This design comes from an exercise in tuning for a short achievable clock period and few clock cycles on the open sky130 flow, not from production work. Function was checked by simulation only, so behaviour that the tests miss may differ from the original. Power figures rest on the tool's default switching activity, not on a simulated workload.

===== flow/config.mk =====
export PLATFORM = sky130hd
export DESIGN_NAME = CPU
export DESIGN_NICKNAME = CPU
export VERILOG_FILES = /design/flow/design.v
export SDC_FILE = /design/flow/constraint.sdc
export NUM_CORES = 4
export LEC_CHECK = 0
export CAP_MARGIN = 20
export CELL_PAD_IN_SITES_DETAIL_PLACEMENT = 1
export CELL_PAD_IN_SITES_GLOBAL_PLACEMENT = 1
export CORE_MARGIN = 2
export CORE_UTILIZATION = 25
export PLACE_DENSITY = 0.45
export SETUP_SLACK_MARGIN = 4.5
export SLEW_MARGIN = 20

===== flow/constraint.sdc =====
create_clock -name core_clock -period 8.0 [get_ports {clk}]
set_input_delay 1.6000 -clock core_clock [delete_from_list [all_inputs] [get_ports {clk}]]
set_output_delay 1.6000 -clock core_clock [all_outputs]
set_load 0.01 [all_outputs]

===== flow/run.sh =====
#!/bin/bash
# synth_recipe.tcl (not shown) runs the flow's synth.tcl, then flattens the netlist and writes it again
# the make line also repeats each setting of config.mk as NAME=value (left out here)
make -C /OpenROAD-flow-scripts/flow DESIGN_CONFIG=/design/flow/config.mk WORK_HOME=/design/flow/orfs CLKGATE_MAP_FILE= SYNTH_SCRIPT=/design/flow/synth_recipe.tcl finish

===== flow/design.v =====
module Add4 (
    input [31:0] in,
    output logic [31:0] out
);
always_comb begin
    out = in + 32'd4;
end
endmodule
module Add_1_1 (
    input [31:0] in1,
    input [31:0] in2,
    output logic [31:0] out
);
always_comb begin
    out = in1 + in2;
end
endmodule
module ALU_Control (
    input [6:0] funct7,
    input [2:0] funct3,
    input [6:0] opcode,
    output logic [4:0] alu_ctrl
);
parameter [4:0] alu_nop = 5'd0,
                alu_add = 5'd1,
                alu_sub = 5'd2,
                alu_slts = 5'd3,
                alu_sltu = 5'd4,
                alu_slu = 5'd5,
                alu_srs = 5'd6,
                alu_sru = 5'd7,
                alu_and = 5'd8,
                alu_or = 5'd9,
                alu_xor = 5'd10,
                alu_beq = 5'd11,
                alu_bne = 5'd12,
                alu_blts = 5'd13,
                alu_bltu = 5'd14,
                alu_bges = 5'd15,
                alu_bgeu = 5'd16;
always_comb begin
    case({funct3, opcode})
        {3'b000, 7'b0110011},
        {3'b010, 7'b0000011},
        {3'b000, 7'b0010011},
        {3'b000, 7'b0000011},
        {3'b000, 7'b1100111},
        {3'b010, 7'b0100011},
        {3'b000, 7'b0100011}: begin
            if(funct7[5] == 1'b1 && opcode == 7'b0110011)
                alu_ctrl = alu_sub;    
            else 
                alu_ctrl = alu_add;
        end
        {3'b001, 7'b0110011},
        {3'b001, 7'b0010011}: begin
            alu_ctrl = alu_slu;    
        end
        {3'b010, 7'b0110011},
        {3'b010, 7'b0010011}: begin
            alu_ctrl = alu_slts;    
        end
        {3'b011, 7'b0110011},
        {3'b011, 7'b0010011}: begin
            alu_ctrl = alu_sltu;    
        end
        {3'b100, 7'b0110011},
        {3'b100, 7'b0010011}: begin
            alu_ctrl = alu_xor;    
        end
        {3'b101, 7'b0110011},
        {3'b101, 7'b0010011}: begin
            if(funct7[5] == 1'b0)
                alu_ctrl = alu_sru;    
            else 
                alu_ctrl = alu_srs;
        end
        {3'b110, 7'b0110011},
        {3'b110, 7'b0010011}: begin
            alu_ctrl = alu_or;    
        end
        {3'b111, 7'b0110011},
        {3'b111, 7'b0010011}: begin
            alu_ctrl = alu_and;    
        end
        {3'b000, 7'b1100011}: begin
            alu_ctrl = alu_beq;
        end
        {3'b001, 7'b1100011}: begin
            alu_ctrl = alu_bne;
        end
        {3'b100, 7'b1100011}: begin
            alu_ctrl = alu_blts;
        end
        {3'b101, 7'b1100011}: begin
            alu_ctrl = alu_bges;
        end
        {3'b110, 7'b1100011}: begin
            alu_ctrl = alu_bltu;
        end
        {3'b111, 7'b1100011}: begin
            alu_ctrl = alu_bgeu;
        end
        default: 
            alu_ctrl = alu_nop;
    endcase
end
endmodule
module ALU (
    input [4:0] alu_ctrl,
    input [31:0] alu_in1,
    input [31:0] alu_in2,
    output logic [31:0] alu_out,
    output logic branch_flag
);
parameter [4:0] alu_nop = 5'd0,
                alu_add = 5'd1,
                alu_sub = 5'd2,
                alu_slts = 5'd3,
                alu_sltu = 5'd4,
                alu_slu = 5'd5,
                alu_srs = 5'd6,
                alu_sru = 5'd7,
                alu_and = 5'd8,
                alu_or = 5'd9,
                alu_xor = 5'd10,
                alu_beq = 5'd11,
                alu_bne = 5'd12,
                alu_blts = 5'd13,
                alu_bltu = 5'd14,
                alu_bges = 5'd15,
                alu_bgeu = 5'd16;
always_comb begin
    case(alu_ctrl)
        alu_nop: begin
            alu_out = alu_in2;
            branch_flag = 1'b0;
        end 
        alu_add: begin
            alu_out = alu_in1 + alu_in2;
            branch_flag = 1'b0;
        end
        alu_sub: begin
            alu_out = alu_in1 - alu_in2;
            branch_flag = 1'b0;
        end 
        alu_slts: begin
            alu_out = ($signed(alu_in1) < $signed(alu_in2)) ? 1 : 0;
            branch_flag = 1'b0;
        end
        alu_sltu: begin
            alu_out = (alu_in1 < alu_in2) ? 1 : 0;
            branch_flag = 1'b0;
        end
        alu_slu: begin
            alu_out = alu_in1 << alu_in2[4:0];
            branch_flag = 1'b0;
        end 
        alu_srs: begin
            alu_out = $signed(alu_in1) >>> alu_in2[4:0];
            branch_flag = 1'b0;
        end 
        alu_sru: begin
            alu_out = alu_in1 >> alu_in2[4:0];
            branch_flag = 1'b0;
        end 
        alu_and: begin
            alu_out = alu_in1 & alu_in2;
            branch_flag = 1'b0;
        end 
        alu_or: begin
            alu_out = alu_in1 | alu_in2;
            branch_flag = 1'b0;
        end 
        alu_xor: begin
            alu_out = alu_in1 ^ alu_in2;
            branch_flag = 1'b0;
        end 
        alu_beq: begin
            alu_out = 32'd0;
            branch_flag = (alu_in1 == alu_in2) ? 1'b1 : 1'b0;
        end 
        alu_bne: begin
            alu_out = 32'd0;
            branch_flag = (alu_in1 != alu_in2) ? 1'b1 : 1'b0;
        end 
        alu_blts: begin
            alu_out = 32'd0;
            branch_flag = ($signed(alu_in1) < $signed(alu_in2)) ? 1'b1 : 1'b0;
        end
        alu_bltu: begin
            alu_out = 32'd0;
            branch_flag = (alu_in1 < alu_in2) ? 1'b1 : 1'b0;
        end
        alu_bges: begin
            alu_out = 32'd0;
            branch_flag = ($signed(alu_in1) >= $signed(alu_in2)) ? 1'b1 : 1'b0;
        end
        alu_bgeu: begin
            alu_out = 32'd0;
            branch_flag = (alu_in1 >= alu_in2) ? 1'b1 : 1'b0;
        end
        default: begin
            alu_out = 32'd0;
            branch_flag = 1'b0;
        end
    endcase
end
endmodule
module Branch_Control (
    input [6:0] opcode,
    input branch_flag,
    output logic [1:0] branch_ctrl
);
always_comb begin
    if(branch_flag == 1'b1 || opcode == 7'b1101111)
        branch_ctrl = 2'b10;
    else if(opcode == 7'b1100111) 
        branch_ctrl = 2'b01;
    else 
        branch_ctrl = 2'b00;
end
endmodule
module Control_Unit (
    input [6:0] opcode,
    output logic rd_src,  
    output logic alu_in2_sel,
    output logic pc_src,
    output logic wb_sel,
    output logic imm_sel,
    output logic reg_w,
    output logic mem_r,
    output logic mem_w,
    output logic disable_stall
);
always_comb begin
    case (opcode)
        7'b0110011:  begin
            rd_src = 1'b1;          
            alu_in2_sel = 1'b0;     
            pc_src = 1'b0;          
            wb_sel = 1'b0;          
            imm_sel = 1'b0;        
            reg_w = 1'b1;          
            mem_r = 1'b0;          
            mem_w = 1'b0;
            disable_stall = 1'b0;
        end 
        7'b0010011: begin
            rd_src = 1'b1;          
            alu_in2_sel = 1'b1;     
            pc_src = 1'b0;          
            wb_sel = 1'b0;          
            imm_sel = 1'b1;
            reg_w = 1'b1;
            mem_r = 1'b0;
            mem_w = 1'b0;
            disable_stall = 1'b0;
        end  
        7'b0000011: begin
            rd_src = 1'b1;          
            alu_in2_sel = 1'b1;     
            pc_src = 1'b0;          
            wb_sel = 1'b1;          
            imm_sel = 1'b1;
            reg_w = 1'b1;
            mem_r = 1'b1;
            mem_w = 1'b0;
            disable_stall = 1'b1;
        end 
        7'b1100111: begin
            rd_src = 1'b0;          
            alu_in2_sel = 1'b1;     
            pc_src = 1'b0;          
            wb_sel = 1'b0;          
            imm_sel = 1'b1;        
            reg_w = 1'b1;
            mem_r = 1'b0;
            mem_w = 1'b0;  
            disable_stall = 1'b0;
        end
        7'b0100011: begin
            rd_src = 1'b1;          
            alu_in2_sel = 1'b1;     
            pc_src = 1'b0;          
            wb_sel = 1'b0;          
            imm_sel = 1'b1;
            reg_w = 1'b0;
            mem_r = 1'b0;
            mem_w = 1'b1;  
            disable_stall = 1'b0;
        end
        7'b1100011: begin
            rd_src = 1'b0;          
            alu_in2_sel = 1'b0;     
            pc_src = 1'b1;          
            wb_sel = 1'b0;          
            imm_sel = 1'b1;
            reg_w = 1'b0;
            mem_r = 1'b0;
            mem_w = 1'b0;  
            disable_stall = 1'b0;
        end
        7'b0010111: begin
            rd_src = 1'b0;          
            alu_in2_sel = 1'b0;     
            pc_src = 1'b1;          
            wb_sel = 1'b0;          
            imm_sel = 1'b1;
            reg_w = 1'b1;
            mem_r = 1'b0;
            mem_w = 1'b0;
            disable_stall = 1'b0;
        end 
        7'b0110111: begin
            rd_src = 1'b1;          
            alu_in2_sel = 1'b1;     
            pc_src = 1'b0;          
            wb_sel = 1'b0;          
            imm_sel = 1'b1;
            reg_w = 1'b1;
            mem_r = 1'b0;
            mem_w = 1'b0; 
            disable_stall = 1'b0;
        end
        7'b1101111: begin
            rd_src = 1'b0;          
            alu_in2_sel = 1'b1;     
            pc_src = 1'b0;          
            wb_sel = 1'b0;          
            imm_sel = 1'b1;
            reg_w = 1'b1;
            mem_r = 1'b0;
            mem_w = 1'b0;    
            disable_stall = 1'b0;
        end 
        default: begin
            rd_src = 1'b0;         
            alu_in2_sel = 1'b0;    
            pc_src = 1'b0;         
            wb_sel = 1'b0;         
            imm_sel = 1'b0;
            reg_w = 1'b0;
            mem_r = 1'b0;
            mem_w = 1'b0;
            disable_stall = 1'b0;
        end 
    endcase
end
endmodule
module DM_Read_Gen (
    input [2:0] funct3,
    input [31:0] pc,
    input [31:0] data,
    input mem_r,
    output logic [31:0] read_data
);
always_comb begin
    if(mem_r) begin
        if(funct3 == 3'b000) begin
            case (pc[1:0])
                2'b00: begin
                    read_data = {{24{data[7]}}, data[7:0]};
                end
                2'b01: begin
                    read_data = {{24{data[15]}}, data[15:8]};
                end
                2'b10: begin
                    read_data = {{24{data[23]}}, data[23:16]};
                end
                2'b11: begin
                    read_data = {{24{data[31]}}, data[31:24]};
                end 
            endcase
        end
        else begin
            read_data = data;
        end
    end
    else begin
        read_data = 32'd0;
    end
end
endmodule
module DM_Write_Gen (
    input [2:0] funct3,
    input [31:0] alu,
    input [31:0] data,
    input mem_w,
    output logic [3:0] write_en,
    output logic [31:0] write_data
);
always_comb begin
    if(mem_w) begin
        if(funct3 == 3'b000) begin
            case (alu[1:0])
                2'b00: begin
                    write_en = 4'b1110;
                    write_data = {24'd0, data[7:0]};
                end
                2'b01: begin
                    write_en = 4'b1101;
                    write_data = {16'd0, data[7:0], 8'd0};
                end
                2'b10: begin
                    write_en = 4'b1011;
                    write_data = {8'd0, data[7:0], 16'd0};
                end
                2'b11: begin
                    write_en = 4'b0111;
                    write_data = {data[7:0], 24'd0};
                end 
            endcase
        end
        else begin
            write_en = 4'd0;
            write_data = data;
        end
    end
    else begin
        write_en = 4'b1111;
        write_data = 32'd0;
    end
end
endmodule
module EX_MEM_reg (
    input clk,
    input rst,
    input EX_MEM_stall,
    input EX_MEM_flush,
    input rd_src_in,
    input wb_sel_in,
    input reg_w_in,
    input mem_r_in,
    input mem_w_in,
    input disable_stall_in,
    input [31:0] pc_in,
    input [31:0] alu_in,
    input [4:0] rr2_addr_in,
    input [31:0] rr2_data_in,
    input [4:0] wr_addr_in,
    input [6:0] opcode_in,
    input [2:0] funct3_in,
    input branch_flag_in,
    input [31:0] pc_add_imm_in,
    output logic rd_src_out,
    output logic wb_sel_out,
    output logic reg_w_out,
    output logic mem_r_out,
    output logic mem_w_out,
    output logic disable_stall_out,
    output logic [31:0] pc_out,
    output logic [31:0] alu_out,
    output logic [4:0] rr2_addr_out,
    output logic [31:0] rr2_data_out,
    output logic [4:0] wr_addr_out,
    output logic [6:0] opcode_out,
    output logic [2:0] funct3_out,
    output logic branch_flag_out,
    output logic [31:0] pc_add_imm_out
);
always_ff @(posedge clk, posedge rst) begin
    if(rst) begin
        rd_src_out <= 1'b0;
        wb_sel_out <= 1'b0;
        reg_w_out <= 1'b0;
        mem_r_out <= 1'b0;
        mem_w_out <= 1'b0;
        disable_stall_out <= 1'b0;
        pc_out <= 32'd0;
        alu_out <= 32'd0;
        rr2_addr_out <= 5'd0;
        rr2_data_out <= 32'd0;
        wr_addr_out <= 5'd0;
        opcode_out <= 7'd0;
        funct3_out <= 3'd0;
        branch_flag_out <= 1'b0;
        pc_add_imm_out <= 32'd0;
    end
    else if(EX_MEM_flush) begin
    	rd_src_out <= 1'b0;
        wb_sel_out <= 1'b0;
        reg_w_out <= 1'b0;
        mem_r_out <= 1'b0;
        mem_w_out <= 1'b0;
        disable_stall_out <= 1'b0;
        pc_out <= 32'd0;
        alu_out <= 32'd0;
        rr2_addr_out <= 5'd0;
        rr2_data_out <= 32'd0;
        wr_addr_out <= 5'd0;
        opcode_out <= 7'd0;
        funct3_out <= 3'd0;
        branch_flag_out <= 1'b0;
        pc_add_imm_out <= 32'd0;
    end
    else if(EX_MEM_stall) begin
        disable_stall_out <= 1'd0;
    end
    else begin
        rd_src_out <= rd_src_in;
        wb_sel_out <= wb_sel_in;
        reg_w_out <= reg_w_in;
        mem_r_out <= mem_r_in;
        mem_w_out <= mem_w_in;
        disable_stall_out <= disable_stall_in;
        pc_out <= pc_in;
        alu_out <= alu_in;
        rr2_addr_out <= rr2_addr_in;
        rr2_data_out <= rr2_data_in;
        wr_addr_out <= wr_addr_in;
        opcode_out <= opcode_in;
        funct3_out <= funct3_in;
        branch_flag_out <= branch_flag_in;
        pc_add_imm_out <= pc_add_imm_in;
    end
end
endmodule
module Forward_Control (
    input [4:0] EX_MEM_wr_addr,
    input [4:0] MEM_WB_wr_addr,
    input [4:0] ID_EX_rr1_addr,
    input [4:0] ID_EX_rr2_addr,
    input [4:0] EX_MEM_rr2_addr,
    input EX_MEM_reg_w,
    input MEM_WB_reg_w,
    input EX_MEM_mem_w,
    output logic [1:0] forward_alu_in1,
    output logic [1:0] forward_alu_in2,
    output logic forward_data_memory
);
always_comb begin
    if(EX_MEM_reg_w && (EX_MEM_wr_addr != 5'b0) && (EX_MEM_wr_addr == ID_EX_rr1_addr))
       forward_alu_in1 = 2'b10;
    else if(MEM_WB_reg_w && (MEM_WB_wr_addr != 5'b0) && (MEM_WB_wr_addr == ID_EX_rr1_addr))
        forward_alu_in1 = 2'b01;
    else 
        forward_alu_in1 = 2'b00;
    if(EX_MEM_reg_w && (EX_MEM_wr_addr != 5'b0) && (EX_MEM_wr_addr == ID_EX_rr2_addr))
       forward_alu_in2 = 2'b10;
    else if(MEM_WB_reg_w && (MEM_WB_wr_addr != 5'b0) && (MEM_WB_wr_addr == ID_EX_rr2_addr))
        forward_alu_in2 = 2'b01;
    else 
       forward_alu_in2 = 2'b00;
    if(MEM_WB_reg_w && EX_MEM_mem_w && (MEM_WB_wr_addr != 5'b0) && (EX_MEM_rr2_addr == MEM_WB_wr_addr))
        forward_data_memory = 1'b1;
    else 
        forward_data_memory = 1'b0;
end
endmodule
module Hazard_Control (
    input [1:0] branch_ctrl,
    input EX_MEM_mem_r,
    input EX_MEM_reg_disable_stall,
    output logic PC_stall,
    output logic IM_stall,
    output logic IF_ID_stall,
    output logic ID_EX_stall,
    output logic EX_MEM_stall,
    output logic MEM_WB_stall,
    output logic IM_flush,
    output logic IF_ID_flush,
    output logic ID_EX_flush,
    output logic EX_MEM_flush
);
always_comb begin
    PC_stall = 1'b0;
    IM_stall = 1'b0;
    IF_ID_stall = 1'b0;
    ID_EX_stall = 1'b0;
    EX_MEM_stall = 1'b0;
    MEM_WB_stall = 1'b0;
    IM_flush = 1'b0;
    IF_ID_flush = 1'b0;
    ID_EX_flush = 1'b0;
    EX_MEM_flush = 1'b0;
    if(EX_MEM_mem_r) begin 
        PC_stall = EX_MEM_reg_disable_stall;
        IM_stall = 1'b1;
        IF_ID_stall = EX_MEM_reg_disable_stall;
        ID_EX_stall = EX_MEM_reg_disable_stall;
        EX_MEM_stall = EX_MEM_reg_disable_stall;
        MEM_WB_stall = EX_MEM_reg_disable_stall;
    end
    else begin
        PC_stall = 1'b0;
        IM_stall = 1'b0;
        IF_ID_stall = 1'b0;
        ID_EX_stall = 1'b0;
        EX_MEM_stall = 1'b0;
        MEM_WB_stall = 1'b0;
    end
    if(branch_ctrl != 2'b00) begin
        IM_flush = 1'b1;
        IF_ID_flush = 1'b1;
        ID_EX_flush = 1'b1;
        EX_MEM_flush = 1'b1;
    end
    else begin
        IM_flush = 1'b0;
        IF_ID_flush = 1'b0;
        ID_EX_flush = 1'b0;
        EX_MEM_flush = 1'b0;
    end
end
endmodule
module ID_EX_reg (
    input clk,
    input rst,
    input ID_EX_stall,
    input ID_EX_flush,
    input rd_src_in,
    input alu_in2_sel_in,
    input pc_src_in,
    input wb_sel_in,
    input reg_w_in,
    input mem_r_in,
    input mem_w_in,
    input disable_stall_in,
    input [31:0] pc_in,
    input [31:0] rr1_data_in,
    input [31:0] rr2_data_in,
    input [4:0] rr1_addr_in,
    input [4:0] rr2_addr_in,
    input [4:0] wr_addr_in,
    input [4:0] alu_ctrl_in,
    input [31:0] imm_in,
    input [6:0] opcode_in,
    input [2:0] funct3_in,
    output logic rd_src_out,
    output logic alu_in2_sel_out,
    output logic pc_src_out,
    output logic wb_sel_out,
    output logic reg_w_out,
    output logic mem_r_out,
    output logic mem_w_out,
    output logic disable_stall_out,
    output logic [31:0] pc_out,
    output logic [31:0] rr1_data_out,
    output logic [31:0] rr2_data_out,
    output logic [4:0] rr1_addr_out,
    output logic [4:0] rr2_addr_out,
    output logic [4:0] wr_addr_out,
    output logic [4:0] alu_ctrl_out,
    output logic [31:0] imm_out,
    output logic [6:0] opcode_out,
    output logic [2:0] funct3_out
);
logic flush_second_time;
always_ff @(posedge clk, posedge rst) begin
    if(rst) begin
        rd_src_out <= 1'd0;
        alu_in2_sel_out <= 1'd0;
        pc_src_out <= 1'd0;
        wb_sel_out <= 1'd0;
        reg_w_out <= 1'd0;
        mem_r_out <= 1'd0;
        mem_w_out <= 1'd0;
        disable_stall_out <= 1'd0;
        pc_out <= 32'd0;
        rr1_data_out <= 32'd0;
        rr2_data_out <= 32'd0;
        rr1_addr_out <= 5'd0;
        rr2_addr_out <= 5'd0;
        wr_addr_out <= 5'd0;
        alu_ctrl_out <= 5'd0;
        imm_out <= 32'd0;
        opcode_out <= 7'd0;
        funct3_out <= 3'd0;
        flush_second_time <= 1'b0;
    end
    else if (ID_EX_flush || flush_second_time) begin
        rd_src_out <= 1'd0;
        alu_in2_sel_out <= 1'd0;
        pc_src_out <= 1'd0;
        wb_sel_out <= 1'd0;
        reg_w_out <= 1'd0;
        mem_r_out <= 1'd0;
        mem_w_out <= 1'd0;
        disable_stall_out <= 1'd0;
        pc_out <= 32'd0;
        rr1_data_out <= 32'd0;
        rr2_data_out <= 32'd0;
        rr1_addr_out <= 5'd0;
        rr2_addr_out <= 5'd0;
        wr_addr_out <= 5'd0;
        alu_ctrl_out <= 5'd0;
        imm_out <= 32'd0;
        opcode_out <= 7'd0;
        funct3_out <= 3'd0;
        flush_second_time <= !flush_second_time;
    end
    else if(!ID_EX_stall) begin
        rd_src_out <= rd_src_in;
        alu_in2_sel_out <= alu_in2_sel_in;
        pc_src_out <= pc_src_in;
        wb_sel_out <= wb_sel_in;
        reg_w_out <= reg_w_in;
        mem_r_out <= mem_r_in;
        mem_w_out <= mem_w_in;
        disable_stall_out <= disable_stall_in;
        pc_out <= pc_in;
        rr1_data_out <= rr1_data_in;
        rr2_data_out <= rr2_data_in;
        rr1_addr_out <= rr1_addr_in;
        rr2_addr_out <= rr2_addr_in;
        wr_addr_out <= wr_addr_in;
        alu_ctrl_out <= alu_ctrl_in;
        imm_out <= imm_in;
        opcode_out <= opcode_in;
        funct3_out <= funct3_in;
    end
end
endmodule
module IF_ID_reg (
    input clk,
    input rst,
    input IF_ID_stall,
    input IF_ID_flush,
    input [31:0] pc_in,
    input [31:0] instr_in,
    output logic [31:0] pc_out,
    output logic [31:0] instr_out
);
always_ff @(posedge clk, posedge rst) begin
    if(rst) begin
        pc_out <= 32'd0;
        instr_out <= 32'd0;
    end
    else if(IF_ID_flush) begin
	pc_out <= 32'd0;
	instr_out <= 32'd0;
    end
    else if(!IF_ID_stall) begin
        pc_out <= pc_in; 
        instr_out <= instr_in;  
    end
    else begin
        instr_out <= instr_in;  
    end
end
endmodule
module IM_Mux (
    input [31:0] instr_1,
    input [31:0] instr_2,
    input IM_stall,
    input IM_flush,
    output logic [31:0] instr_out
);
always_comb begin
    if(IM_flush) begin
        instr_out = 32'd0;
    end
    else if(IM_stall) begin
        instr_out = instr_2;
    end
    else begin
        instr_out = instr_1;
    end
end
endmodule
module Imm_Gen (
    input imm_sel,
    input [31:0] imm_in,
    output logic [31:0] imm_out
);
always_comb begin
   if (imm_sel) begin
       if (imm_in[6:0] == 7'b0000011 || imm_in[6:0] == 7'b0010011 || imm_in[6:0] == 7'b1100111) begin
           if (imm_in[14:12] == 3'b001 && imm_in[14:12] == 3'b101) begin
               imm_out = {27'd0, imm_in[4:0]};
           end
           else begin
               imm_out = {{20{imm_in[31]}}, imm_in[31:20]};
           end
       end
       else if (imm_in[6:0] == 7'b0100011) begin
           imm_out = {{20{imm_in[31]}}, imm_in[31:25], imm_in[11:7]};
       end
       else if (imm_in[6:0] == 7'b1100011) begin
           imm_out = {{20{imm_in[31]}}, imm_in[7], imm_in[30:25], imm_in[11:8], 1'd0};
       end
       else if (imm_in[6:0] == 7'b0010111 || imm_in[6:0] == 7'b0110111) begin
           imm_out = {imm_in[31:12], 12'd0};
       end
       else if (imm_in[6:0] == 7'b1101111) begin
           imm_out = {{12{imm_in[31]}}, imm_in[19:12], imm_in[20], imm_in[30:21], 1'd0};
       end
       else begin
           imm_out = 32'd0;
       end
   end
   else begin
       imm_out = 32'd0;
   end 
end
endmodule
module MEM_WB_reg (
    input clk,
    input rst,
    input MEM_WB_stall,
    input wb_sel_in,
    input reg_w_in,
    input [31:0] rd_data_in,
    input [31:0] rb_data_in,
    input [4:0] wr_addr_in,
    output logic wb_sel_out,
    output logic reg_w_out,
    output logic [31:0] rd_data_out,
    output logic [31:0] rb_data_out,
    output logic [4:0] wr_addr_out
);
always_ff @(posedge clk, posedge rst) begin
    if(rst) begin
        wb_sel_out <= 1'b0;
        reg_w_out <= 1'b0;
        rd_data_out <= 32'd0;
        rb_data_out <= 32'd0;
        wr_addr_out <= 5'd0;
    end
    else if(!MEM_WB_stall) begin
        wb_sel_out <= wb_sel_in;
        reg_w_out <= reg_w_in;
        rd_data_out <= rd_data_in;
        rb_data_out <= rb_data_in;
        wr_addr_out <= wr_addr_in;
    end
end
endmodule
module Mux_2_1 (
    input [31:0] in1,
    input [31:0] in2,
    input sel,
    output logic [31:0] out
);
always_comb begin
    case (sel)
        1'b0:
            out = in1;
        1'b1:
            out = in2;
    endcase
end 
endmodule
module Mux_3_1 (
    input [31:0] in1,
    input [31:0] in2,
    input [31:0] in3,
    input [1:0] sel,
    output logic [31:0] out
);
always_comb begin
    case (sel)
        2'b00:
            out = in1;
        2'b01:
            out = in2;
        2'b10:
            out = in3;
        default: 
            out = 32'd0;
    endcase
end
endmodule
module PC (
    input clk,
    input rst,
    input PC_stall,
    input [31:0] pc_in,
    output logic [31:0] pc_out
);
logic stall_after;
always_ff @(posedge clk, posedge rst) begin
    if (rst) begin
        pc_out <= 32'd0;
        stall_after <= 1'd0;
    end
    else if(!PC_stall) 
        pc_out <= pc_in;
end
endmodule
module Register (
    input clk,
    input rst,
    input [4:0] rr1_addr,
    input [4:0] rr2_addr,
    input [4:0] wr_addr,
    input [31:0] wd,
    input reg_w, 
    output logic [31:0] rr1_data,
    output logic [31:0] rr2_data
);
logic [31:0] reg_data [0:31];
assign rr1_data[31:0] = (wr_addr == rr1_addr && wr_addr != 5'd0 && reg_w) ? wd : reg_data[rr1_addr];
assign rr2_data[31:0] = (wr_addr == rr2_addr && wr_addr != 5'd0 && reg_w) ? wd : reg_data[rr2_addr];
always_ff @(posedge clk, posedge rst) begin
    if (rst) begin
        for (int i = 0; i < 32; i = i + 1) begin
            reg_data[i] <= 32'd0;
        end
    end
    else if (reg_w) begin
        if(wr_addr != 5'd0)
            reg_data[wr_addr] <= wd;
    end
end
endmodule
module cpu_add #(parameter int W = 32, parameter int L = 5) (
    input  [W-1:0] a,
    input  [W-1:0] b,
    input          cin,
    output [W-1:0] s,
    output         cout
);
    logic [W-1:0] g [0:L];
    logic [W-1:0] p [0:L];
    assign g[0] = (a & b) | {{(W-1){1'b0}}, (a[0] ^ b[0]) & cin};
    assign p[0] = a ^ b;
    for (genvar l = 0; l < L; l++) begin : lv
        for (genvar i = 0; i < W; i++) begin : bt
            if (i >= (1 << l)) begin : c
                assign g[l+1][i] = g[l][i] | (p[l][i] & g[l][i - (1 << l)]);
                assign p[l+1][i] = p[l][i] & p[l][i - (1 << l)];
            end else begin : n
                assign g[l+1][i] = g[l][i];
                assign p[l+1][i] = p[l][i];
            end
        end
    end
    assign s = p[0] ^ {g[L][W-2:0], cin};
    assign cout = g[L][W-1];
endmodule
module cpu_addoff #(parameter int LW = 13) (
    input  [31:0]   a,
    input  [LW-1:0] off,
    output [31:0]   s
);
    logic c;
    logic [31-LW:0] hi, hi_p1, hi_m1;
    cpu_add #(.W(LW), .L(LW > 16 ? 5 : 4)) lo (.a(a[LW-1:0]), .b(off), .cin(1'b0), .s(s[LW-1:0]), .cout(c));
    assign hi    = a[31:LW];
    assign hi_p1 = hi + 1'b1;
    assign hi_m1 = hi - 1'b1;
    assign s[31:LW] = off[LW-1] ? (c ? hi : hi_m1) : (c ? hi_p1 : hi);
endmodule
module cpu_ltu32 (
    input  [31:0] a,
    input  [31:0] b,
    output        lt
);
    logic [31:0] g [0:5];
    logic [31:0] p [0:5];
    assign g[0] = a & ~b;
    assign p[0] = ~(a ^ b);
    for (genvar l = 0; l < 5; l++) begin : lv
        localparam int N = 32 >> (l + 1);
        for (genvar i = 0; i < N; i++) begin : bt
            assign g[l+1][i] = g[l][2*i+1] | (p[l][2*i+1] & g[l][2*i]);
            assign p[l+1][i] = p[l][2*i+1] & p[l][2*i];
        end
        for (genvar i = N; i < 32; i++) begin : z
            assign g[l+1][i] = 1'b0;
            assign p[l+1][i] = 1'b0;
        end
    end
    assign lt = ~(g[5][0] | p[5][0]);
endmodule
module cpu_next #(parameter int C = 0) (
    input         t_d, t_f, a_d, a_f,
    input         x_valid, x_jalr, x_br, x_jal, x_pred, x_t4, x_bwd,
    input         dvalid, d_haz, d_pd, dpred,
    input  [31:0] x_t, x_pc4, fseq, pcd, pcd4, d_pdt,
    output [31:0] fn,
    output        dvn, fpn, gon, insn, drpn
);
    logic hd, hf, exr, exs, uk, dv, kill;
    logic [31:0] dflt;
    assign hd   = C ? t_d : a_d;
    assign hf   = C ? t_f : a_f;
    assign exr  = x_valid & (x_jalr | (x_br & ~hd & ~hf));
    assign exs  = x_valid & x_br & ~hd & hf;
    assign uk   = x_valid & x_br & hd & ~dvalid;
    assign dv   = dvalid | uk;
    assign kill = exr | exs;
    assign gon  = dv & ~d_haz & ~kill;
    assign insn = x_valid & ~x_pred & ~x_t4 & ((x_br & (C == 1)) | x_jal);
    assign drpn = x_valid & x_pred & x_br & (C == 0) & ~x_bwd;
    assign dflt = uk ? pcd4 : fseq;
    logic sel_pd, quiet;
    logic [31:0] other;
    assign quiet  = exs | ~dv;        
    assign sel_pd = ~exr & ~quiet & ~d_haz & d_pd & ~dpred;
    assign other  = exr ? (C ? x_t : x_pc4) : (quiet ? fseq : (d_haz ? pcd : dflt));
    assign fn     = sel_pd ? d_pdt : other;
    assign fpn    = ~exr & (quiet | (~d_haz & ~(d_pd & ~dpred) & ~uk));
    assign dvn    = fpn;
endmodule
module CPU (
    input clk,
    input rst,
    input [31:0] im_data_out,
    input [31:0] dm_data_out,
    output [13:0] im_addr,
    output [3:0] dm_write_en,
    output [13:0] dm_addr,
    output [31:0] dm_data_in
);
localparam [6:0] OP_LUI   = 7'b0110111,
                 OP_AUIPC = 7'b0010111,
                 OP_JAL   = 7'b1101111,
                 OP_JALR  = 7'b1100111,
                 OP_BR    = 7'b1100011,
                 OP_LD    = 7'b0000011,
                 OP_ST    = 7'b0100011,
                 OP_IMM   = 7'b0010011,
                 OP_OP    = 7'b0110011;
logic [31:0] F;
logic [31:0] pcd;
logic        dvalid;
logic        dpred;                
logic [2:0]  dpidx;
logic        x_valid;
logic [31:0] x_pc4, x_t, x_pre;
logic [31:0] x_a, x_b, x_op2;     
logic [31:0] x_an, x_bn, x_op2n;
logic [4:0]  x_rd;
logic        x_wrnz, x_ld, x_st, x_br, x_jalr;
logic        x_beq, x_bne, x_blt, x_bge, x_bltu, x_bgeu;
logic        x_sb;
logic        x_pred, x_bwd, x_jal, x_t4;
logic [2:0]  x_pidx;
logic        x_r_add, x_r_sll, x_r_slt, x_r_sltu, x_r_xor, x_r_srl, x_r_or, x_r_and;
logic        x_r_sub, x_sra;
logic        x_r_t;                
logic        x_ldnz, m_ldnz;       
logic [31:0] m_res;
logic [4:0]  m_rd;
logic        m_wrnz, m_ld;         
logic        m_lb;
logic [1:0]  m_off;
logic        m_jr;                 
logic [31:0] m_jt;
logic [4:0]  w_rd;
logic        w_wrnz, w_ld, w_lb;
logic [1:0]  w_off;
logic [13:0] o_dm_addr;
logic [3:0]  o_we_n;
logic [31:0] o_wdata;
logic [31:0] rf [1:31];
logic [31:0] x_result, ld_data;
logic [15:2] f_out;
assign im_addr     = f_out;
assign dm_addr     = o_dm_addr;
assign dm_write_en = o_we_n;
assign dm_data_in  = o_wdata;
logic [31:0] F4, pcd4;
assign F4   = F + 32'd4;
assign pcd4 = pcd + 32'd4;
logic [31:0] inst;
assign inst = im_data_out;
logic [6:0] opc;
logic [4:0] rd, rs1, rs2;
logic [2:0] f3;
assign opc = inst[6:0];
assign rd  = inst[11:7];
assign rs1 = inst[19:15];
assign rs2 = inst[24:20];
assign f3  = inst[14:12];
logic d_lui, d_auipc, d_jal, d_jalr, d_br, d_ld, d_st, d_imm, d_op;
assign d_lui   = (opc == OP_LUI);
assign d_auipc = (opc == OP_AUIPC);
assign d_jal   = (opc == OP_JAL);
assign d_jalr  = (opc == OP_JALR);
assign d_br    = (opc == OP_BR);
assign d_ld    = (opc == OP_LD);
assign d_st    = (opc == OP_ST);
assign d_imm   = (opc == OP_IMM);
assign d_op    = (opc == OP_OP);
logic d_use1, d_use2, d_wr;
assign d_use1 = d_jalr | d_br | d_ld | d_st | d_imm | d_op;
assign d_use2 = d_br | d_st | d_op;
assign d_wr   = d_lui | d_auipc | d_jal | d_jalr | d_ld | d_imm | d_op;
logic [31:0] imm_i, imm_s, imm_b, imm_u, imm_j;
assign imm_i = {{20{inst[31]}}, inst[31:20]};
assign imm_s = {{20{inst[31]}}, inst[31:25], inst[11:7]};
assign imm_b = {{20{inst[31]}}, inst[7], inst[30:25], inst[11:8], 1'b0};
assign imm_u = {inst[31:12], 12'd0};
assign imm_j = {{12{inst[31]}}, inst[19:12], inst[20], inst[30:21], 1'b0};
logic [31:0] t_b, t_j, t_u, t_jf;
cpu_addoff #(.LW(13)) add_tb (.a(pcd), .off(imm_b[12:0]), .s(t_b));
cpu_addoff #(.LW(21)) add_tj (.a(pcd), .off(imm_j[20:0]), .s(t_j));
cpu_add    #(.W(20), .L(5))  add_tu (.a(pcd[31:12]), .b(imm_u[31:12]), .cin(1'b0), .s(t_u[31:12]), .cout());
assign t_u[11:0] = pcd[11:0];
cpu_addoff #(.LW(12)) add_tjf (.a(x_pre), .off(imm_i[11:0]), .s(t_jf));
logic [31:0] d_aimm;
assign d_aimm = d_st ? imm_s : imm_i;
logic [31:0] d_pre;
assign d_pre = ({32{d_lui}} & imm_u) | ({32{d_auipc}} & t_u) |
               ({32{d_jal | d_jalr}} & pcd4);
logic [31:1] dec1, dec2;
logic [31:0] rv1, rv2;
logic xm1, xm2, mm1, mm2, lm1, lm2;
assign xm1 = x_valid & x_wrnz & (x_rd == rs1);
assign xm2 = x_valid & x_wrnz & (x_rd == rs2);
assign mm1 = m_wrnz & (m_rd == rs1);
assign mm2 = m_wrnz & (m_rd == rs2);
assign lm1 = w_wrnz & w_ld & (w_rd == rs1);
assign lm2 = w_wrnz & w_ld & (w_rd == rs2);
logic d_haz;
assign d_haz = (d_use1 & ((x_ldnz & (x_rd == rs1)) | (m_ldnz & (m_rd == rs1)))) |
               (d_use2 & ((x_ldnz & (x_rd == rs2)) | (m_ldnz & (m_rd == rs2))));
logic d_useimm;
assign d_useimm = ~(d_op | d_br);
logic s1x, s1m, s1l, s1r, s2x, s2m, s2l, s2r;
assign s1x = xm1;
assign s1m = ~xm1 & mm1;
assign s1l = ~xm1 & ~mm1 & lm1;
assign s1r = ~xm1 & ~mm1 & ~lm1;
assign s2x = xm2;
assign s2m = ~xm2 & mm2;
assign s2l = ~xm2 & ~mm2 & lm2;
assign s2r = ~xm2 & ~mm2 & ~lm2;
always_comb begin
    rv1 = 32'd0;
    rv2 = 32'd0;
    for (int i = 1; i < 32; i++) begin
        dec1[i] = (rs1 == 5'(i));
        dec2[i] = (rs2 == 5'(i));
        rv1 = rv1 | ({32{dec1[i]}} & rf[i]);
        rv2 = rv2 | ({32{dec2[i]}} & rf[i]);
    end
end
logic [31:0] fa, fb, fo;
assign fa = ({32{s1r}} & rv1) | ({32{s1x}} & x_result) |
            ({32{s1m}} & m_res) | ({32{s1l}} & ld_data);
assign fb = ({32{s2r}} & rv2) | ({32{s2x}} & x_result) |
            ({32{s2m}} & m_res) | ({32{s2l}} & ld_data);
assign fo = d_useimm ? d_aimm : fb;
logic d_jf, d_pd;
logic [31:0] d_pdt;
assign d_jf  = d_jalr & xm1 & x_r_t;
assign d_pd  = (d_jal & ~(inst[31:12] == 20'h00400)) | (d_br & inst[31]) | d_jf;
assign d_pdt = d_jf ? t_jf : (d_jal ? t_j : t_b);
logic [31:0] a, b, op2;           
logic [31:0] ac, bc, o2c;           
assign a   = x_a;
assign b   = x_b;
assign op2 = x_op2;
assign ac  = ~x_an;
assign bc  = ~x_bn;
assign o2c  = ~x_op2n;
logic [31:0] sum;
logic [31:0] dif;
cpu_add #(.W(32)) add_x (.a(a), .b(op2), .cin(1'b0), .s(sum), .cout());
cpu_add #(.W(32)) sub_x (.a(a), .b(~op2), .cin(1'b1), .s(dif), .cout());
logic [31:0] sll_r, srl_r;
logic [32:0] sr33;
assign sll_r = ac << o2c[4:0];
assign sr33  = $signed({x_sra & ac[31], ac}) >>> o2c[4:0];
assign srl_r = sr33[31:0];
logic lt_u, lt_s;
cpu_ltu32 cmp_alu (.a(ac), .b(o2c), .lt(lt_u));
assign lt_s = (ac[31] ^ o2c[31]) ? ac[31] : lt_u;
logic [31:0] x_other;
assign x_other = ({32{x_r_sll}}  & sll_r) |
                 ({32{x_r_slt}}  & {31'd0, lt_s}) |
                 ({32{x_r_sltu}} & {31'd0, lt_u}) |
                 ({32{x_r_xor}}  & (ac ^ o2c)) |
                 ({32{x_r_srl}}  & srl_r) |
                 ({32{x_r_or}}   & (ac | o2c)) |
                 ({32{x_r_and}}  & (ac & o2c)) |
                 x_pre;
assign x_result = x_r_add ? sum : (x_r_sub ? dif : x_other);
logic beq, bltu, blt, cond;
assign beq = (ac == bc);
cpu_ltu32 cmp_br (.a(ac), .b(bc), .lt(bltu));
assign blt = (ac[31] ^ bc[31]) ? ac[31] : bltu;
assign cond = (x_beq & beq) | (x_bne & ~beq) | (x_blt & blt) | (x_bge & ~blt) |
              (x_bltu & bltu) | (x_bgeu & ~bltu);
localparam int NB = 8;
logic [NB-1:0]  bv;
logic [13:0]    btag [NB];
logic [31:0]    btgt [NB];
logic [2:0]     bptr;
logic [NB-1:0]  bh;
logic           bhit;
logic [31:0]    bt;
logic [2:0]     bidx;
always_comb begin
    bt = 32'd0;
    bidx = 3'd0;
    for (int i = 0; i < NB; i++) begin
        bh[i] = bv[i] & (btag[i] == F[15:2]);
        bt = bt | ({32{bh[i]}} & btgt[i]);
        bidx = bidx | ({3{bh[i]}} & 3'(i));
    end
end
assign bhit = |bh;
logic [31:0] fseq;
assign fseq = bhit ? bt : F4;
logic        u_ins, u_drop;
logic [13:0] u_tag;
logic [31:0] u_tgt;
logic [2:0]  u_idx;
logic t_d, t_f, a_d, a_f;
assign t_d = (x_t[31:2] == pcd[31:2]);
assign t_f = (x_t[31:2] == F[31:2]);
assign a_d = (x_pc4[31:2] == pcd[31:2]);
assign a_f = (x_pc4[31:2] == F[31:2]);
logic [31:0] Fn   [2];
logic        dvn  [2];
logic        fpn  [2];
logic        gon  [2];
logic        insn [2];
logic        drpn [2];
for (genvar c = 0; c < 2; c++) begin : outc
    cpu_next #(.C(c)) nx (
        .t_d(t_d), .t_f(t_f), .a_d(a_d), .a_f(a_f),
        .x_valid(x_valid), .x_jalr(x_jalr), .x_br(x_br), .x_jal(x_jal),
        .x_pred(x_pred), .x_t4(x_t4), .x_bwd(x_bwd),
        .dvalid(dvalid), .d_haz(d_haz), .d_pd(d_pd), .dpred(dpred),
        .x_t(x_t), .x_pc4(x_pc4), .fseq(fseq), .pcd(pcd),
        .pcd4(pcd4), .d_pdt(d_pdt),
        .fn(Fn[c]), .dvn(dvn[c]), .fpn(fpn[c]), .gon(gon[c]),
        .insn(insn[c]), .drpn(drpn[c])
    );
end
logic [31:0] F_next;
logic        dvalid_next, fpred, go, bt_ins, bt_drop;
always_comb begin
    if (m_jr) begin
        F_next = m_jt; dvalid_next = 1'b0; fpred = 1'b0; go = 1'b0;
    end else begin
        F_next      = cond ? Fn[1]  : Fn[0];
        dvalid_next = cond ? dvn[1] : dvn[0];
        fpred       = cond ? fpn[1] : fpn[0];    
        go          = cond ? gon[1] : gon[0];
    end
end
assign bt_ins  = cond ? insn[1] : insn[0];
assign bt_drop = cond ? drpn[1] : drpn[0];
logic [3:0]  st_we_n;
logic [31:0] st_data;
assign st_data = x_sb ? {4{b[7:0]}} : b;
assign st_we_n = x_sb ? ~(4'b0001 << sum[1:0]) : 4'b0000;
logic [7:0]  ld_byte;
always_comb begin
    case (w_off)
        2'd0: ld_byte = dm_data_out[7:0];
        2'd1: ld_byte = dm_data_out[15:8];
        2'd2: ld_byte = dm_data_out[23:16];
        default: ld_byte = dm_data_out[31:24];
    endcase
end
assign ld_data = w_lb ? {{24{ld_byte[7]}}, ld_byte} : dm_data_out;
always_ff @(posedge clk or posedge rst) begin
    if (rst) begin
        F       <= 32'd0;
        pcd     <= 32'd0;
        dvalid  <= 1'b0;
        dpred   <= 1'b0;
        dpidx   <= 3'd0;
        bv      <= '0;
        bptr    <= 3'd0;
        u_ins   <= 1'b0;
        u_drop  <= 1'b0;
        x_valid <= 1'b0;
        m_wrnz  <= 1'b0;
        m_ld    <= 1'b0;
        m_ldnz  <= 1'b0;
        x_ldnz  <= 1'b0;
        m_jr    <= 1'b0;
        w_wrnz  <= 1'b0;
        w_ld    <= 1'b0;
        o_we_n  <= 4'b1111;
    end else begin
        F       <= F_next;
        pcd     <= F;
        dvalid  <= dvalid_next;
        dpred   <= fpred & bhit;
        dpidx   <= bidx;
        u_ins   <= bt_ins;
        u_drop  <= bt_drop;
        if (u_ins) begin
            bv[bptr] <= 1'b1;
            bptr <= bptr + 3'd1;
        end else if (u_drop) begin
            bv[u_idx] <= 1'b0;
        end
        x_valid <= go;
        x_ldnz  <= go & d_ld & (rd != 5'd0);
        m_wrnz  <= x_valid & x_wrnz;
        m_ld    <= x_valid & x_ld;
        m_ldnz  <= x_valid & x_ld & x_wrnz;
        m_jr    <= x_valid & x_jalr;
        w_wrnz  <= m_wrnz;
        w_ld    <= m_ld;
        o_we_n  <= (x_valid & x_st) ? st_we_n : 4'b1111;
    end
end
always_ff @(posedge clk) begin
    f_out    <= rst ? 14'd0 : F_next[15:2];
    x_pc4    <= pcd4;
    x_t      <= d_br ? t_b : t_j;
    x_pre    <= d_pre;
    x_a      <= fa;
    x_b      <= fb;
    x_op2    <= fo;
    x_an     <= ~fa;
    x_bn     <= ~fb;
    x_op2n   <= ~fo;
    x_rd     <= rd;
    x_wrnz   <= d_wr & (rd != 5'd0);
    x_ld     <= d_ld;
    x_st     <= d_st;
    x_sb     <= (f3[1:0] == 2'b00);
    x_br     <= d_br;
    x_beq    <= (f3 == 3'b000);
    x_bne    <= (f3 == 3'b001);
    x_blt    <= (f3 == 3'b100);
    x_bge    <= (f3 == 3'b101);
    x_bltu   <= (f3 == 3'b110);
    x_bgeu   <= (f3 == 3'b111);
    x_jalr   <= d_jalr & ~d_jf;
    x_pred   <= dpred;
    x_pidx   <= dpidx;
    x_bwd    <= inst[31];
    x_jal    <= d_jal;
    x_t4     <= d_jal ? (inst[31:12] == 20'h00400) : (imm_b == 32'd4);
    x_r_sub  <= d_op & (f3 == 3'b000) & inst[30];
    x_sra    <= inst[30];
    x_r_add  <= d_ld | d_st | (d_imm & (f3 == 3'b000)) | (d_op & (f3 == 3'b000) & ~inst[30]);
    x_r_sll  <= (d_op | d_imm) & (f3 == 3'b001);
    x_r_slt  <= (d_op | d_imm) & (f3 == 3'b010);
    x_r_sltu <= (d_op | d_imm) & (f3 == 3'b011);
    x_r_xor  <= (d_op | d_imm) & (f3 == 3'b100);
    x_r_srl  <= (d_op | d_imm) & (f3 == 3'b101);
    x_r_or   <= (d_op | d_imm) & (f3 == 3'b110);
    x_r_and  <= (d_op | d_imm) & (f3 == 3'b111);
    x_r_t    <= d_auipc;
    u_tag    <= x_pc4[15:2] - 14'd1;
    u_tgt    <= x_t;
    u_idx    <= x_pidx;
    if (u_ins) begin
        btag[bptr] <= u_tag;
        btgt[bptr] <= u_tgt;
    end
    m_res    <= x_result;
    m_jt     <= {sum[31:1], 1'b0};
    m_rd     <= x_rd;
    m_lb     <= x_sb;
    m_off    <= sum[1:0];
    o_dm_addr <= sum[15:2];
    o_wdata  <= st_data;
    w_rd     <= m_rd;
    w_lb     <= m_lb;
    w_off    <= m_off;
end
always_ff @(posedge clk or posedge rst) begin
    if (rst) begin
        for (int i = 1; i < 32; i++) rf[i] <= 32'd0;
    end else begin
        for (int i = 1; i < 32; i++) begin
            if (m_wrnz && !m_ld && m_rd == 5'(i))
                rf[i] <= m_res;
            else if (w_wrnz && w_ld && w_rd == 5'(i))
                rf[i] <= ld_data;
        end
    end
end
endmodule

==> run_results.csv, run 1 <==
group,metric,value,unit
floorplanning,io_pins,130,
timing,tightestPinTransition,1.61,ns
yosys,netlist_instances,12742,
cts,postCtsHoldBufs,0,
run_status,so_faults,"capacitance limit, slew limit",
layout,mostFrequentLayoutCell,"nand2_1",
yosys,synth_fp_nets,13069,
yosys,yosysUniqueCellTypes,117,
timing,period_needed,4.16,ns
power_and_ir_drop,finalPower,36700,uW
floorplanning,die-area,0.444,sq mm
worst_setup_path,critPathCaptureType,"flip-flop",
placed_design,place_area,0.119,sq mm
timing,hold_slack,0.327,ns
global_routing,grt_start_max_net_pins,142,
layout,design_area,0.140,sq mm
timing,post-route-worst-setup-slack,3.84,ns
global_routing,grt.overflow.total,0,
layout,nFillCells,49586,
power_and_ir_drop,power_density,262,mW/mm^2
worst_setup_path,crit_family,"simple AND/OR/NAND/NOR gates",
flow_run,drv_cap,1,
timing,slew_viol_final,11,
route,dr.first_iter.drc_count,14595,
worst_setup_path,start_kind,"flip-flop",
yosys,netlist_area,0.110,sq mm
timing,fmax,241,MHz
yosys,synth_flop_cell,"dfrtp_1",
timing,fin_crit_sh,52.0,%
layout,syn2layout_area_growth,27.3,%
placed_design,port_buffers,129,
placed_design,gp_congestion,0.962,
cts,htree_levels,4,
worst_setup_path,cp.required,8.95,ns
placed_design,post-place-ws,1.27,ns
timing,relSlewSlack,-7.50,%
placed_design,dp_hpwl,510,mm
min_path,min-delay-path-class,"flip-flop to flip-flop",
floorplanning,rows,243,
route,drtAntennaViolNets,0,
worst_setup_path,worst_path_largest_cell_delay,0.76,ns
cts,cts_tree,"yes",
cts,insertion_delay,1.02,ns
floorplanning,core_area,0.438,sq mm
worst_setup_path,path_max_fanout,46,
worst_setup_path,criticalPathCategory,"flip-flop to flip-flop",
timing,tns,0,ns
yosys,seq_area_frac_synth,43.9,%
route,first_pass_iters,7,
timing,hold_viol,0,
worst_setup_path,path_cells,"xor2_1 -> nor4_2 -> nand4_1 -> or3_4 -> a31oi_4 -> buf_8 -> nand2_1 -> a21oi_1 -> a21oi_1 -> nor3b_1 -> a2111oi_2 -> and2_1",
layout,final_cell_mix,"nand2_1 (1972), o21ai_0 (1791), dfrtp_1 (1060)",
route,routedWlPerCell,40.7,microns
timing,rsz0062_at_grt,"yes",
layout,drive_above_1_share,20.1,%
floorplanning,die_x,667,microns
cts,clock-sinks,1949,
global_routing,grt_pass1_wl,1030,mm
global_routing,grt_pass1_vias,111965,
power_and_ir_drop,power.leakage,0.0497,uW
cts,cts_buffers,243,
route,vias,115350,
worst_setup_path,cpMostUsedCell,"a21oi_1",
floorplanning,die_y,667,microns
yosys,synth-async-reset-ratio,55.7,%
layout,fin_nets,13369,
global_routing,antenna_found_initial,72,
cts,clock_path_buffers,4,
cts,cts.clk_slew.worst_paths,0.06,ns
worst_setup_path,critPathArrivalTime,5.11,ns
floorplanning,initial_core_util,25.1,%
route,vias_per_cell,6.05,
timing,setup-violations-final,0,
worst_setup_path,worst_path_max_delay_cell,"dfxtp_1",
worst_setup_path,cp_num_buf_inv,1,
cts,cts_root_buf,"clkbuf_16",
yosys,ys_ff_latch,1949,
timing,fin_skew,0.0886,ns
route,wirelength,776,mm
global_routing,grt_usage,33.5,%
yosys,yosysWarnings,27,
run_status,status,"failed layout checks",
yosys,synth_edf_count,368,
route,remaining_drc_errors,0,
yosys,avgSynthCellArea,8.61,sq um
power_and_ir_drop,ir_drop,0.215,mV
-- cell type report --
cell class	instances	area [sq um]	share of cell area, %
Sequential cell	1949	48400	34.6
Multi-Input combinational cell	9332	61900	44.3
Tap cell	5757	7200	5.16
Timing Repair Buffer	1241	12700	9.09
Clock inverter	87	1160	0.829
Clock buffer	358	7110	5.09
Inverter	275	1110	0.794
Antenna cell	57	143	0.102
-- power breakdown --
part / total, uW / leakage, uW / switching [uW] / internal (uW)
logic: 10700 / 0.0280 / 6600 / 4070
clock network: 11800 / 0.00404 / 4990 / 6840
registers: 14200 / 0.0177 / 2600 / 11600
-- logic make-up (layout without fill, tap and decap cells) --
family                   after synthesis  after routing  synth area share [%]
adder cells (fa/ha/maj)              261            261                  3.02
XOR/XNOR                             464            464                  3.70
other                                  0             57                     0
buffers and inverters               1470           1961                  5.27
flip-flops                          1949           1949                  43.9
multiplexers                         402            402                  4.15
AO/OA/AOI/OAI                       4325           4327                  24.7
AND/OR/NAND/NOR                     3871           3878                  15.3
-- registers in the layout, indices dropped and copies added (netlist names), 18 cells and up --
signal,flops
x_op2n,32
F,32
btgt,256
rf,992
pcd,32
x_an,32
btag,112
m_res,32
x_op2,32
u_tgt,32
x_t,32
o_wdata,32
x_bn,32
x_b,32
x_pc4,31
m_jt,18
x_pre,32
x_a,32
-- layer usage --
| metal | global-route usage, % | vias up | share of wire, % |
|---|---|---|---|
| li1 | - | 46697 | - |
| met1 | 44.0 | 59803 | 42 |
| met2 | 50.7 | 6825 | 43 |
| met3 | 7.51 | 2011 | 8.8 |
| met4 | 18.5 | 14 | 6.7 |
| met5 | 0 | - | 0.014 |
-- final timing paths --
path                           start         end  slack [ns]  cells after the start
max in group asynchronous        rst  rf[19][30]        4.83                      4
min in group asynchronous        rst       F[15]        1.26                      2
setup reg to reg              x_t[7]   f_out[15]        3.84                     12
setup / recovery              x_t[7]   f_out[15]        3.84                     12
hold reg to reg            x_pidx[0]    u_idx[0]        0.33                      0
hold / removal             x_pidx[0]    u_idx[0]        0.33                      0
-- metrics by stage --
step	instances	util, %
after CTS	18826	31.1
after global placement	17898	27.2
final	19056	31.9
after global routing	19007	31.9
after detailed placement	17898	27.2
after floorplan	12742	-
-- repair_timing --
action                                  4_1_cts  5_1_grt
buffers inserted                            463      165
gates cloned                                 20        8
gates resized for setup                    1171      492
endpoints found under the setup margin     1032      395
pin swaps                                   321      260
-- cell usage after synthesis (148+ instances only) --
cell	count	area, sq um
inv_1	266	998
a21oi_1	630	3150
xnor2_1	316	2770
edfxtp_1	368	11100
nand4_1	163	1020
nor2_1	845	3170
clkbuf_1	989	3710
mux2i_1	327	3270
dfxtp_1	495	9910
xor2_1	148	1300
dfrtp_1	1082	27100
nand2_1	2004	7520
a22oi_1	864	6490
nand3_1	291	1460
o21ai_0	1864	9330
ha_1	255	3190
nor3_1	173	866
Testbench counts, summed over its fixed seeds: cycles 117,341.
==> run 2: changes to the inputs <==
--- a/flow/design.v
+++ b/flow/design.v
@@ -1048,6 +1048,7 @@
 logic [31:0] o_wdata;
 logic [31:0] rf [1:31];
 logic [31:0] x_result, ld_data;
+logic [31:0] w_res, w_data;
 logic [15:2] f_out;
 assign im_addr     = f_out;
 assign dm_addr     = o_dm_addr;
@@ -1104,8 +1105,8 @@
 assign xm2 = x_valid & x_wrnz & (x_rd == rs2);
 assign mm1 = m_wrnz & (m_rd == rs1);
 assign mm2 = m_wrnz & (m_rd == rs2);
-assign lm1 = w_wrnz & w_ld & (w_rd == rs1);
-assign lm2 = w_wrnz & w_ld & (w_rd == rs2);
+assign lm1 = w_wrnz & (w_rd == rs1);
+assign lm2 = w_wrnz & (w_rd == rs2);
 logic d_haz;
 assign d_haz = (d_use1 & ((x_ldnz & (x_rd == rs1)) | (m_ldnz & (m_rd == rs1)))) |
                (d_use2 & ((x_ldnz & (x_rd == rs2)) | (m_ldnz & (m_rd == rs2))));
@@ -1132,9 +1133,9 @@
 end
 logic [31:0] fa, fb, fo;
 assign fa = ({32{s1r}} & rv1) | ({32{s1x}} & x_result) |
-            ({32{s1m}} & m_res) | ({32{s1l}} & ld_data);
+            ({32{s1m}} & m_res) | ({32{s1l}} & w_data);
 assign fb = ({32{s2r}} & rv2) | ({32{s2x}} & x_result) |
-            ({32{s2m}} & m_res) | ({32{s2l}} & ld_data);
+            ({32{s2m}} & m_res) | ({32{s2l}} & w_data);
 assign fo = d_useimm ? d_aimm : fb;
 logic d_jf, d_pd;
 logic [31:0] d_pdt;
@@ -1253,6 +1254,7 @@
     endcase
 end
 assign ld_data = w_lb ? {{24{ld_byte[7]}}, ld_byte} : dm_data_out;
+assign w_data  = w_ld ? ld_data : w_res;
 always_ff @(posedge clk or posedge rst) begin
     if (rst) begin
         F       <= 32'd0;
@@ -1352,6 +1354,7 @@
     m_off    <= sum[1:0];
     o_dm_addr <= sum[15:2];
     o_wdata  <= st_data;
+    w_res    <= m_res;
     w_rd     <= m_rd;
     w_lb     <= m_lb;
     w_off    <= m_off;
@@ -1361,10 +1364,8 @@
         for (int i = 1; i < 32; i++) rf[i] <= 32'd0;
     end else begin
         for (int i = 1; i < 32; i++) begin
-            if (m_wrnz && !m_ld && m_rd == 5'(i))
-                rf[i] <= m_res;
-            else if (w_wrnz && w_ld && w_rd == 5'(i))
-                rf[i] <= ld_data;
+            if (w_wrnz && w_rd == 5'(i))
+                rf[i] <= w_data;
         end
     end
 end
--- a/flow/config.mk
+++ b/flow/config.mk
@@ -6,8 +6,6 @@
 export NUM_CORES = 4
 export LEC_CHECK = 0
 export CAP_MARGIN = 20
-export CELL_PAD_IN_SITES_DETAIL_PLACEMENT = 1
-export CELL_PAD_IN_SITES_GLOBAL_PLACEMENT = 1
 export CORE_MARGIN = 2
 export CORE_UTILIZATION = 25
 export PLACE_DENSITY = 0.45
==> run 2 against run 1 <==
  * Global-route usage decreased by 4.1 points
  * Critical path depth increased by 4
  * Register-to-register slack improved by 0.27 ns
  * Largest power group unchanged
  * Cell area decreased by 3.1%
  * Clock power about the same
  * Synthesized cell count decreased by 18%
  * Setup slack improved by 0.26 ns
  * First-iteration DRC count decreased by 3.0%
  * The run now finishes clean
  * Clock skew increased by 0.033 ns
==> run_results.csv, run 2 <==
group,metric,value,unit
run_status,status,"no timing/DRC/antenna violations",
worst_setup_path,worst_path_max_delay_cell,"or4_4",
worst_setup_path,path_max_fanout,7,
route,wl_met2,263,mm
yosys,avgSynthCellArea,9.54,sq um
global_routing,grt_start_max_net_pins,166,
yosys,synth-async-reset-ratio,54.8,%
cts,cts.clk_slew.worst_paths,0.06,ns
layout,nFillCells,40274,
global_routing,grt_pass1_wl,825,mm
floorplanning,io_pins,130,
route,wl_met3,68.9,mm
worst_setup_path,critPathArrivalTime,4.71,ns
cts,cts_tree,"yes",
cts,clock-sinks,1981,
layout,fin_nets,11580,
layout,design_area,0.135,sq mm
worst_setup_path,r2r_cells,12,
route,remaining_drc_errors,0,
timing,hold_slack,0.277,ns
yosys,synth_most_common_cell,"nand2_1",
floorplanning,die_x,636,microns
route,vias,98294,
route,routed.top_layer,"met5",
timing,fmax,256,MHz
worst_setup_path,path_cells,"buf_16 -> buf_12 -> buf_12 -> nand3b_1 -> buf_6 -> buf_12 -> nor2_4 -> buf_12 -> buf_16 -> a22o_1 -> a221oi_2 -> nand3_1 -> or4_4 -> a222oi_1 -> nand2_2 -> o21a_1",
timing,rsz0062_at_grt,"yes",
yosys,yosysWarnings,27,
power_and_ir_drop,power_density,276,mW/mm^2
min_path,min-delay-path-class,"flip-flop to flip-flop",
global_routing,antenna_found_initial,56,
floorplanning,rows,232,
yosys,synth_top_area_cell,"dfrtp_1",
timing,post-route-worst-setup-slack,4.10,ns
route,first_pass_iters,12,
worst_setup_path,r2r_slack,4.11,ns
placed_design,gp_congestion,0.976,
layout,largest_register_ffs,992,
timing,setup-violations-final,0,
yosys,synthTopCellsByArea,"dfrtp_1 (27%), edfxtp_1 (11%), dfxtp_1 (11%)",
worst_setup_path,start_kind,"input port",
worst_setup_path,reg2reg_to,"f_out[5]",
yosys,seq_area_frac_synth,48.9,%
cts,htree_levels,4,
worst_setup_path,cpMostUsedCell,"buf_12",
floorplanning,die-area,0.404,sq mm
yosys,netlist_instances,10460,
layout,top_register,"rf",
global_routing,grt_pass1_vias,91903,
placed_design,post-place-ws,0.718,ns
route,dr.first_iter.drc_count,14152,
timing,hold_viol,0,
yosys,yosysUniqueCellTypes,106,
flow_run,drv_cap,0,
worst_setup_path,critPathCaptureType,"flip-flop",
layout,register_area,0.0490,sq mm
timing,fin_skew,0.122,ns
layout,drive_above_1_share,26.7,%
yosys,synth_top_area_share,27.1,%
worst_setup_path,criticalPathCategory,"input port to flip-flop",
yosys,synth_common_cells,"nand2_1 (1405), o21ai_0 (1320), dfrtp_1 (1082), clkbuf_1 (715), a22oi_1 (570)",
placed_design,place_area,0.108,sq mm
route,drtAntennaViolNets,0,
global_routing,grt.overflow.total,0,
global_routing,grt_usage,29.4,%
layout,finish.utilization,34.0,%
yosys,synth_edf_count,368,
route,routedWlPerCell,37.3,microns
timing,tightestPinTransition,1.24,ns
floorplanning,initial_core_util,25.1,%
timing,slew_viol_final,0,
worst_setup_path,worst_path_largest_cell_delay,0.68,ns
route,wl_met1,240,mm
power_and_ir_drop,ir_drop,0.219,mV
cts,cts_root_buf,"clkbuf_16",
cts,clock_path_buffers,4,
min_path,hold-path-endpoint,"u_idx[1]",
route,wirelength,625,mm
worst_setup_path,cp.required,8.81,ns
timing,tns,0,ns
min_path,hold_start,"x_pidx[1]",
timing,fin_crit_sh,48.8,%
cts,cts_buffers,228,
yosys,synth_fp_nets,10789,
floorplanning,core_area,0.398,sq mm
timing,relSlewSlack,17.6,%
layout,mostFrequentLayoutCell,"nand2_1",
min_path,whs_path_depth,0,
yosys,netlist_area,0.0998,sq mm
yosys,ys_ff_latch,1981,
layout,syn2layout_area_growth,35.6,%
floorplanning,die_y,636,microns
yosys,synth_flop_cell,"dfrtp_1",
timing,period_needed,3.90,ns
layout,final_cell_mix,"nand2_1 (1345), o21ai_0 (1215), dfrtp_1 (1058)",
layout,reg_top3,"rf: 992 flops, btgt: 256 flops, btag: 112 flops",
worst_setup_path,r2r_start,"F[23]",
placed_design,port_buffers,129,
cts,insertion_delay,1.02,ns
layout,multi_input_area,0.0542,sq mm
power_and_ir_drop,power.leakage,0.0555,uW
placed_design,dp_hpwl,385,mm
route,vias_per_cell,5.87,
run 2: worst max path at each step:
stage / to / startpoint / cells after the start
2_1_floorplan: F[0] / rst / 2
3_3_place_gp: x_op2n[2] / im_data_out[24] / 12
3_5_place_dp: x_op2n[2] / im_data_out[22] / 13
4_1_cts: F[17] / im_data_out[20] / 16
5_1_grt: x_op2[12] / im_data_out[20] / 16
6_report: x_op2[28] / im_data_out[20] / 16
run 2: cells by family after synthesis:
family | share of synthesized area, %
simple gates | 12.9
mux | 2.67
buf+inv | 4.78
compound gates | 23.3
fa+ha+maj | 3.34
flops | 48.9
xor+xnor | 4.09
run 2: what timing repair did:
item,in CTS,in global routing
setup buffers,612,262
cloned,47,16
resized for setup,1657,683
hold buffers,0,0
pin swaps,459,491
endpoints found under the setup margin,488,509
run 2: layout make-up:
cell class	count	area share [%]
repair buffers	1406	11.8
clock buffers	302	4.69
multi-input cells	7305	40.1
clock inverters	123	1.34
inverters	329	0.974
diodes	33	0.0610
well taps	5265	4.87
flip-flops and latches	1981	36.2
run 2: layer usage:
layer,vias up,global-route usage [%]
met1,49099,36.5
met2,6881,43.8
met4,32,19.4
li1,40098,-
met5,-,0.0945
met3,2184,9.27
run 2: critical path, delay by kind of cell:
family,cells,cell delay [ns]
AO/OA/AOI/OAI,4,1.06
buffers and inverters,7,0.94
AND/OR/NAND/NOR,5,1.08
run 2: metrics by stage:
step,instances,total power (uW)
2_1_floorplan,10460,18100
3_3_place_gp,15344,22900
3_5_place_dp,15349,22800
4_1_cts,16433,36300
5_1_grt,16715,38300
6_report,16744,37400
run 2: where the power goes:
group          leakage [uW]  internal [uW]  switching (uW)
Combinational        0.0337           4620            7060
Sequential           0.0179          11700            2340
Clock               0.00395           6750            4880
Testbench counts of run 2, summed over its fixed seeds: cycles 117,341.

## port drivers added, routing unchanged
The results above use ideal ports. As a check the final layouts listed here were re-extracted and re-timed, cells and wires unchanged. Step 1 (the two cells are an assumption about what drives the block):
set clk [get_ports {clk}]
set_driving_cell -lib_cell sky130_fd_sc_hd__clkbuf_16 $clk
set_driving_cell -lib_cell sky130_fd_sc_hd__buf_2 [delete_from_list [all_inputs] $clk]
Step 2 moves the port delays by t, midway between the first and last clock arrival at a register: inputs arrive t later, outputs are due t later. That takes back most of the time a late clock gives input paths. Three values: ideal ports, drivers, drivers and shift; two values: the first two.
| run | shift t [ns] | setup WS [ns] | worst setup path after step 2 |
|---|---|---|---|
| run 1 | 1.093 | 3.842 / 3.842 / 2.861 | input to register |
| run 2 | 1.068 | 4.099 / 4.113 / 3.095 | input to register |
The setup slack of run 2, which loses most, moves by +0.014 ns with the drivers and by -1.004 ns with both steps.
